This is an optimization exercise on Yosys and OpenROAD, whose aim is small area and a short achievable clock period, not a production implementation.
The RTL was checked by simulation tests, not by an equivalence proof against the original design.
No activity file was given, so power comes from the tool's default toggle rates.

==> inputs of yarrow <==
Design rfg_host, start of the top module:
module rfg_host (
    input  wire        clk,
    input  wire        resn,
    input  wire [7:0]  s_axis_tdata,
    input  wire        s_axis_tvalid,
    output wire        s_axis_tready,
    input  wire [7:0]  s_axis_tid,
    output wire [7:0]  m_axis_tdata,
    output wire        m_axis_tvalid,
    input  wire        m_axis_tready,
    output wire        m_axis_tlast,
    output wire [7:0]  m_axis_tid,
    output wire [7:0]  m_axis_tdest,
    output wire        debug_got_byte,
    output wire [3:0]  debug_state,
    input  wire [15:0]   hk_xadc_temperature,
    input  wire          hk_xadc_temperature_write,
    input  wire [15:0]   hk_xadc_vccint,
    input  wire          hk_xadc_vccint_write,
    output wire [31:0]   hk_conversion_trigger,
    output wire          hk_conversion_trigger_interrupt,
    input  wire          hk_stat_conversions_counter_enable,
    output wire [7:0]    hk_ctrl,
    output wire [2:0]    hk_ctrl_select_adc,
    output wire [7:0]    hk_adcdac_mosi_fifo_m_axis_tdata,
    output wire          hk_adcdac_mosi_fifo_m_axis_tvalid,
    input  wire          hk_adcdac_mosi_fifo_m_axis_tready,
    output wire          hk_adcdac_mosi_fifo_m_axis_tlast,
    input  wire [7:0]    hk_adc_miso_fifo_s_axis_tdata,
    input  wire          hk_adc_miso_fifo_s_axis_tvalid,
    output wire          hk_adc_miso_fifo_s_axis_tready,
    input  wire [31:0]   hk_adc_miso_fifo_read_size,
  ...
==> flow/config.mk <==
export PLATFORM = sky130hd
export DESIGN_NAME = rfg_host
export DESIGN_NICKNAME = rfg_host
export VERILOG_FILES = /design/flow/design.v
export SDC_FILE = /design/flow/constraint.sdc
export NUM_CORES = 4
export LEC_CHECK = 0
export CAP_MARGIN = 20
export CORE_AREA = 10 10 345 345
export CTS_CLUSTER_DIAMETER = 120
export CTS_CLUSTER_SIZE = 25
export DIE_AREA = 0 0 355 355
export SETUP_SLACK_MARGIN = 3.4
export SLEW_MARGIN = 20
==> flow/constraint.sdc <==
create_clock -name core_clock -period 6.0 [get_ports {clk}]
set_input_delay 1.2000 -clock core_clock [delete_from_list [all_inputs] [get_ports {clk}]]
set_output_delay 1.2000 -clock core_clock [all_outputs]
set_load 0.01 [all_outputs]
standard.sh (not shown) runs the stock make flow with config.mk's settings and CLKGATE_MAP_FILE= SYNTH_SCRIPT=/design/flow/synth_recipe.tcl, a recipe that flattens the netlist after the stock synthesis.
==> flow/flow/run.sh <==
#!/bin/bash
set -o pipefail
cp standard.sh standard_sh_copy.log
export BUFFER_PORTS_ARGS="-buffer_cell sky130_fd_sc_hd__buf_1"
bash standard.sh > standard.log 2>&1
==> inputs of onyx, as changes to yarrow <==
--- a/flow/design.v
+++ b/flow/design.v
@@ -131,15 +131,14 @@
                      RFP_LENGTHA     = 4'd3,
                      RFP_LENGTHB     = 4'd4,
                      RFP_WRITE_VALUE = 4'd5,
                      RFP_READ        = 4'd7,
                      RFP_READ_FINISH = 4'd9;
     reg [3:0]  rfp_state;
     reg [7:0]  rfg_header;       
-    reg [7:0]  rfg_length_lo;
     reg [15:0] rfg_current_length;
     reg [15:0] rfg_master_length;
     reg        read_buffer_write;
     reg        read_buffer_read;
     reg [7:0]  read_buffer_data_in;
     wire       read_buffer_full, read_buffer_almost_full, read_buffer_empty, read_buffer_almost_empty;
     wire       read_buffer_almost_full_next;
@@ -161,22 +160,21 @@
         .almost_full_next(read_buffer_almost_full_next),
         .write(read_buffer_write),
         .read(!m_axis_write_stall),
         .data_in(read_buffer_data_in),
         .data_out(read_buffer_data_out)
     );
     reg [3:0]  state_n;
-    reg [7:0]  header_n, addr_n, length_lo_n, tdest_n, wvalue_n, tdata_n, rbdin_n;
+    reg [7:0]  header_n, addr_n, tdest_n, wvalue_n, tdata_n, rbdin_n;
     reg [15:0] cur_len_n, mst_len_n;
     reg        write_n, write_last_n, tvalid_n, tlast_n, rbwrite_n, rbread_n;
     always @* begin
         state_n      = rfp_state;
         header_n     = rfg_header;
         addr_n       = rfg_address;
-        length_lo_n  = rfg_length_lo;
         cur_len_n    = rfg_current_length;
         mst_len_n    = rfg_master_length;
         tdest_n      = m_axis_tdest;
         write_n      = rfg_write;
         write_last_n = rfg_write_last;
         wvalue_n     = rfg_write_value;
         tvalid_n     = m_axis_tvalid;
@@ -218,22 +216,23 @@
                 end
             end
             RFP_ADDRESSB: begin
                 if (axis_sink_byte_valid) state_n = RFP_LENGTHA;
             end
             RFP_LENGTHA: begin
                 if (axis_sink_byte_valid) begin
-                    state_n     = RFP_LENGTHB;
-                    length_lo_n = s_axis_tdata;
+                    state_n          = RFP_LENGTHB;
+                    cur_len_n[7:0]   = s_axis_tdata;
+                    mst_len_n[7:0]   = s_axis_tdata;
                 end
             end
             RFP_LENGTHB: begin
                 if (axis_sink_byte_valid) begin
-                    cur_len_n = {s_axis_tdata, rfg_length_lo};
-                    mst_len_n = {s_axis_tdata, rfg_length_lo};
+                    cur_len_n[15:8] = s_axis_tdata;
+                    mst_len_n[15:8] = s_axis_tdata;
                     if (rfg_header[0])      state_n = RFP_WRITE_VALUE;
                     else if (rfg_header[1]) state_n = RFP_READ;
                     else                    state_n = RFP_HEADER;
                 end
             end
             RFP_READ_FINISH: begin
                 if (rfg_read_valid) begin
@@ -295,15 +294,14 @@
             read_buffer_read  <= rbread_n;
             debug_got_byte    <= debug_got_byte || axis_sink_byte_valid;
         end
         rfg_read <= rfg_read_next;
         debug_state         <= rfp_state;
         rfg_header          <= header_n;
         rfg_address         <= addr_n;
-        rfg_length_lo       <= length_lo_n;
         rfg_current_length  <= cur_len_n;
         rfg_master_length   <= mst_len_n;
         m_axis_tdest        <= tdest_n;
         rfg_write_value     <= wvalue_n;
         m_axis_tdata        <= tdata_n;
         read_buffer_data_in <= rbdin_n;
     end
@@ -818,42 +816,45 @@
     wire rd_ok_8 = a_lo[0] | a_lo[1] | a_lo[2] | a_lo[3] | a_lo[4] | a_lo[5] | a_lo[6];
     wire [7:0] rd_value_port =
         ({8{a_hi[1] & a_lo[6]}} & (hk_adc_miso_fifo_s_axis_tvalid ? hk_adc_miso_fifo_s_axis_tdata : 8'hff)) |
         ({8{a_hi[5] & a_lo[9]}} & (layer_0_loopback_mosi_s_axis_tvalid ? layer_0_loopback_mosi_s_axis_tdata : 8'hff)) |
         ({8{a_hi[5] & a_lo[14]}} & (layer_1_loopback_mosi_s_axis_tvalid ? layer_1_loopback_mosi_s_axis_tdata : 8'hff)) |
         ({8{a_hi[6] & a_lo[3]}} & (layer_2_loopback_mosi_s_axis_tvalid ? layer_2_loopback_mosi_s_axis_tdata : 8'hff)) |
         ({8{a_hi[7] & a_lo[7]}} & (layers_readout_s_axis_tvalid ? layers_readout_s_axis_tdata : 8'hff));
-    wire [7:0] rd_value =
-        ({8{a_hi[0]}} & rd_grp_0) |
-        ({8{a_hi[1]}} & rd_grp_1) |
-        ({8{a_hi[2]}} & rd_grp_2) |
-        ({8{a_hi[3]}} & rd_grp_3) |
-        ({8{a_hi[4]}} & rd_grp_4) |
-        ({8{a_hi[5]}} & rd_grp_5) |
-        ({8{a_hi[6]}} & rd_grp_6) |
-        ({8{a_hi[7]}} & rd_grp_7) |
-        ({8{a_hi[8]}} & rd_grp_8);
+    reg [7:0] rd_pair_reg_0, rd_pair_reg_1, rd_pair_reg_2, rd_pair_reg_3, rd_pair_reg_4;
+    always @(posedge clk) begin
+        rd_pair_reg_0 <= ({8{a_hi[0]}} & rd_grp_0) | ({8{a_hi[1]}} & rd_grp_1);
+        rd_pair_reg_1 <= ({8{a_hi[2]}} & rd_grp_2) | ({8{a_hi[3]}} & rd_grp_3);
+        rd_pair_reg_2 <= ({8{a_hi[4]}} & rd_grp_4) | ({8{a_hi[5]}} & rd_grp_5);
+        rd_pair_reg_3 <= ({8{a_hi[6]}} & rd_grp_6) | ({8{a_hi[7]}} & rd_grp_7);
+        rd_pair_reg_4 <= ({8{a_hi[8]}} & rd_grp_8);
+    end
+    wire [7:0] rd_value_groups =
+        rd_pair_reg_0 |
+        rd_pair_reg_1 |
+        rd_pair_reg_2 |
+        rd_pair_reg_3 |
+        rd_pair_reg_4;
     wire rd_ok =
         (a_hi[0] & rd_ok_0) |
         (a_hi[1] & rd_ok_1) |
         (a_hi[2] & rd_ok_2) |
         (a_hi[3] & rd_ok_3) |
         (a_hi[4] & rd_ok_4) |
         (a_hi[5] & rd_ok_5) |
         (a_hi[6] & rd_ok_6) |
         (a_hi[7] & rd_ok_7) |
         (a_hi[8] & rd_ok_8);
-    reg [7:0] rd_value_reg, rd_value_port_reg;
+    reg [7:0] rd_value_port_reg;
     always @(posedge clk) begin
         if (!resn) rfg_read_valid <= 1'b0;
         else       rfg_read_valid <= rfg_read && rd_ok;
-        rd_value_reg      <= rd_value;
         rd_value_port_reg <= rd_value_port;
     end
-    assign rfg_read_value = rd_value_reg | rd_value_port_reg;
+    assign rfg_read_value = rd_value_groups | rd_value_port_reg;
 endmodule
 module rfg_capture #(parameter W = 32) (
     input  wire         clk,
     input  wire         resn,
     input  wire         write,
     input  wire [W-1:0] value,
     output wire [W-1:0] q
==> flow/config.mk (replaced) <==
export PLATFORM = sky130hd
export DESIGN_NAME = rfg_host
export DESIGN_NICKNAME = rfg_host
export VERILOG_FILES = /design/flow/design.v
export SDC_FILE = /design/flow/constraint.sdc
export NUM_CORES = 4
export LEC_CHECK = 0
export CAP_MARGIN = 10
export CORE_AREA = 10 10 335 335
export CTS_CLUSTER_DIAMETER = 80
export CTS_CLUSTER_SIZE = 20
export DIE_AREA = 0 0 345 345
export SETUP_SLACK_MARGIN = 3.4
export SLEW_MARGIN = 20
==> inputs of juniper, as changes to yarrow <==
--- a/flow/design.v
+++ b/flow/design.v
@@ -131,15 +131,14 @@
                      RFP_LENGTHA     = 4'd3,
                      RFP_LENGTHB     = 4'd4,
                      RFP_WRITE_VALUE = 4'd5,
                      RFP_READ        = 4'd7,
                      RFP_READ_FINISH = 4'd9;
     reg [3:0]  rfp_state;
     reg [7:0]  rfg_header;       
-    reg [7:0]  rfg_length_lo;
     reg [15:0] rfg_current_length;
     reg [15:0] rfg_master_length;
     reg        read_buffer_write;
     reg        read_buffer_read;
     reg [7:0]  read_buffer_data_in;
     wire       read_buffer_full, read_buffer_almost_full, read_buffer_empty, read_buffer_almost_empty;
     wire       read_buffer_almost_full_next;
@@ -161,22 +160,21 @@
         .almost_full_next(read_buffer_almost_full_next),
         .write(read_buffer_write),
         .read(!m_axis_write_stall),
         .data_in(read_buffer_data_in),
         .data_out(read_buffer_data_out)
     );
     reg [3:0]  state_n;
-    reg [7:0]  header_n, addr_n, length_lo_n, tdest_n, wvalue_n, tdata_n, rbdin_n;
+    reg [7:0]  header_n, addr_n, tdest_n, wvalue_n, tdata_n, rbdin_n;
     reg [15:0] cur_len_n, mst_len_n;
     reg        write_n, write_last_n, tvalid_n, tlast_n, rbwrite_n, rbread_n;
     always @* begin
         state_n      = rfp_state;
         header_n     = rfg_header;
         addr_n       = rfg_address;
-        length_lo_n  = rfg_length_lo;
         cur_len_n    = rfg_current_length;
         mst_len_n    = rfg_master_length;
         tdest_n      = m_axis_tdest;
         write_n      = rfg_write;
         write_last_n = rfg_write_last;
         wvalue_n     = rfg_write_value;
         tvalid_n     = m_axis_tvalid;
@@ -218,22 +216,23 @@
                 end
             end
             RFP_ADDRESSB: begin
                 if (axis_sink_byte_valid) state_n = RFP_LENGTHA;
             end
             RFP_LENGTHA: begin
                 if (axis_sink_byte_valid) begin
-                    state_n     = RFP_LENGTHB;
-                    length_lo_n = s_axis_tdata;
+                    state_n          = RFP_LENGTHB;
+                    cur_len_n[7:0]   = s_axis_tdata;
+                    mst_len_n[7:0]   = s_axis_tdata;
                 end
             end
             RFP_LENGTHB: begin
                 if (axis_sink_byte_valid) begin
-                    cur_len_n = {s_axis_tdata, rfg_length_lo};
-                    mst_len_n = {s_axis_tdata, rfg_length_lo};
+                    cur_len_n[15:8] = s_axis_tdata;
+                    mst_len_n[15:8] = s_axis_tdata;
                     if (rfg_header[0])      state_n = RFP_WRITE_VALUE;
                     else if (rfg_header[1]) state_n = RFP_READ;
                     else                    state_n = RFP_HEADER;
                 end
             end
             RFP_READ_FINISH: begin
                 if (rfg_read_valid) begin
@@ -295,15 +294,14 @@
             read_buffer_read  <= rbread_n;
             debug_got_byte    <= debug_got_byte || axis_sink_byte_valid;
         end
         rfg_read <= rfg_read_next;
         debug_state         <= rfp_state;
         rfg_header          <= header_n;
         rfg_address         <= addr_n;
-        rfg_length_lo       <= length_lo_n;
         rfg_current_length  <= cur_len_n;
         rfg_master_length   <= mst_len_n;
         m_axis_tdest        <= tdest_n;
         rfg_write_value     <= wvalue_n;
         m_axis_tdata        <= tdata_n;
         read_buffer_data_in <= rbdin_n;
     end
@@ -818,42 +816,45 @@
     wire rd_ok_8 = a_lo[0] | a_lo[1] | a_lo[2] | a_lo[3] | a_lo[4] | a_lo[5] | a_lo[6];
     wire [7:0] rd_value_port =
         ({8{a_hi[1] & a_lo[6]}} & (hk_adc_miso_fifo_s_axis_tvalid ? hk_adc_miso_fifo_s_axis_tdata : 8'hff)) |
         ({8{a_hi[5] & a_lo[9]}} & (layer_0_loopback_mosi_s_axis_tvalid ? layer_0_loopback_mosi_s_axis_tdata : 8'hff)) |
         ({8{a_hi[5] & a_lo[14]}} & (layer_1_loopback_mosi_s_axis_tvalid ? layer_1_loopback_mosi_s_axis_tdata : 8'hff)) |
         ({8{a_hi[6] & a_lo[3]}} & (layer_2_loopback_mosi_s_axis_tvalid ? layer_2_loopback_mosi_s_axis_tdata : 8'hff)) |
         ({8{a_hi[7] & a_lo[7]}} & (layers_readout_s_axis_tvalid ? layers_readout_s_axis_tdata : 8'hff));
-    wire [7:0] rd_value =
-        ({8{a_hi[0]}} & rd_grp_0) |
-        ({8{a_hi[1]}} & rd_grp_1) |
-        ({8{a_hi[2]}} & rd_grp_2) |
-        ({8{a_hi[3]}} & rd_grp_3) |
-        ({8{a_hi[4]}} & rd_grp_4) |
-        ({8{a_hi[5]}} & rd_grp_5) |
-        ({8{a_hi[6]}} & rd_grp_6) |
-        ({8{a_hi[7]}} & rd_grp_7) |
-        ({8{a_hi[8]}} & rd_grp_8);
+    reg [7:0] rd_pair_reg_0, rd_pair_reg_1, rd_pair_reg_2, rd_pair_reg_3, rd_pair_reg_4;
+    always @(posedge clk) begin
+        rd_pair_reg_0 <= ({8{a_hi[0]}} & rd_grp_0) | ({8{a_hi[1]}} & rd_grp_1);
+        rd_pair_reg_1 <= ({8{a_hi[2]}} & rd_grp_2) | ({8{a_hi[3]}} & rd_grp_3);
+        rd_pair_reg_2 <= ({8{a_hi[4]}} & rd_grp_4) | ({8{a_hi[5]}} & rd_grp_5);
+        rd_pair_reg_3 <= ({8{a_hi[6]}} & rd_grp_6) | ({8{a_hi[7]}} & rd_grp_7);
+        rd_pair_reg_4 <= ({8{a_hi[8]}} & rd_grp_8);
+    end
+    wire [7:0] rd_value_groups =
+        rd_pair_reg_0 |
+        rd_pair_reg_1 |
+        rd_pair_reg_2 |
+        rd_pair_reg_3 |
+        rd_pair_reg_4;
     wire rd_ok =
         (a_hi[0] & rd_ok_0) |
         (a_hi[1] & rd_ok_1) |
         (a_hi[2] & rd_ok_2) |
         (a_hi[3] & rd_ok_3) |
         (a_hi[4] & rd_ok_4) |
         (a_hi[5] & rd_ok_5) |
         (a_hi[6] & rd_ok_6) |
         (a_hi[7] & rd_ok_7) |
         (a_hi[8] & rd_ok_8);
-    reg [7:0] rd_value_reg, rd_value_port_reg;
+    reg [7:0] rd_value_port_reg;
     always @(posedge clk) begin
         if (!resn) rfg_read_valid <= 1'b0;
         else       rfg_read_valid <= rfg_read && rd_ok;
-        rd_value_reg      <= rd_value;
         rd_value_port_reg <= rd_value_port;
     end
-    assign rfg_read_value = rd_value_reg | rd_value_port_reg;
+    assign rfg_read_value = rd_value_groups | rd_value_port_reg;
 endmodule
 module rfg_capture #(parameter W = 32) (
     input  wire         clk,
     input  wire         resn,
     input  wire         write,
     input  wire [W-1:0] value,
     output wire [W-1:0] q
==> flow/config.mk (replaced) <==
export PLATFORM = sky130hd
export DESIGN_NAME = rfg_host
export DESIGN_NICKNAME = rfg_host
export VERILOG_FILES = /design/flow/design.v
export SDC_FILE = /design/flow/constraint.sdc
export NUM_CORES = 4
export LEC_CHECK = 0
export CAP_MARGIN = 10
export CORE_AREA = 10 10 320 320
export CTS_CLUSTER_DIAMETER = 80
export CTS_CLUSTER_SIZE = 20
export DIE_AREA = 0 0 330 330
export SETUP_SLACK_MARGIN = 3.4
export SLEW_MARGIN = 20
==> comparison table <==
metric                                                                                                   yarrow                            onyx                            juniper
Outcome                                                                                timing/DRC/antenna clean        timing/DRC/antenna clean           timing/DRC/antenna clean
Required time of the critical path                                                                      6490 ps                         4800 ps                            6570 ps
Area of the multi-input gates                                                                      0.02128 mm^2                    0.02083 mm^2                       0.02083 mm^2
Clk_skew                                                                                               59.81 ps                        26.75 ps                           25.70 ps
Data buffer area share                                                                                   0.1141                         0.08183                            0.07690
Global-route wire length before repair                                                                 334.8 mm                        307.6 mm                           298.9 mm
Worst Hold Margin                                                                                      434.9 ps                        479.7 ps                           480.3 ps
Sequential share of power                                                                                 0.532                           0.531                              0.541
Hold_sp                                                            rfg_protocol.mini_fwft_fifo_inst.data_out[7]  main_rfg_I.layers_sr_in_reg[6]  main_rfg_I.layers_inj_ctrl_reg[7]
Static leakage power                                                                                   22.02 nW                        21.36 nW                           21.05 nW
Clock slew at reported path FFs                                                                          110 ps                           80 ps                              90 ps
Fraction of final layout cells with drive strength greater than 1                                        0.1582                          0.1012                            0.09495
Internal Pwr Total                                                                                     11.76 mW                        12.54 mW                           12.40 mW
Combinational-cell power consumption                                                                    3.93 mW                         3.40 mW                            3.27 mW
Biggest fanout along the worst timing path                                                                    5                               2                                 48
Worst Tran Pin Value                                                                                    1181 ps                         1043 ps                            1112 ps
Vias in the first global route                                                                           42,200                          41,260                             40,910
Number of detailed-route iterations in the first pass                                                        12                               9                                  7
Flop and latch count out of synthesis                                                                     1,136                           1,160                              1,160
Post-DP Area                                                                                       0.05632 mm^2                    0.05657 mm^2                       0.05630 mm^2
Fill cell count                                                                                           9,755                           9,332                              8,076
Simple-gate share of the synthesized area                                                                0.1484                          0.1477                             0.1477
Synthesized instance count                                                                                4,830                           4,836                              4,836
Setup crit end kind                                                                                   flip-flop                     output port                          flip-flop

-- what the ideal ports hide --
Ports are ideal in the flow. The routed layouts listed here were re-timed in OpenROAD. Step 1 sets driving cells, clkbuf_16 on the clock port and buf_2 on the other inputs (assumed; they add their load-dependent delay and slew). Step 2 also shifts input and output timing later by t, the mid clock arrival at the registers, as if the neighbouring blocks saw the same clock. Three values: ideal, step 1, step 2; two values: the first two.
run | t, ns | setup WS [ns] | slew at the worst register clock pin (ns)
yarrow | 0.786 | 2.938 / 2.938 / 2.615 | 0.12 / 0.12
onyx | 0.760 | 3.363 / 3.234 / 2.473 | 0.10 / 0.10
juniper | 0.750 | 3.248 / 3.241 / 2.515 | 0.09 / 0.09
After both steps setup and hold are still met in every run listed. The setup slack of onyx, which loses most, moves by -0.129 ns with the drivers and by -0.890 ns with both steps.
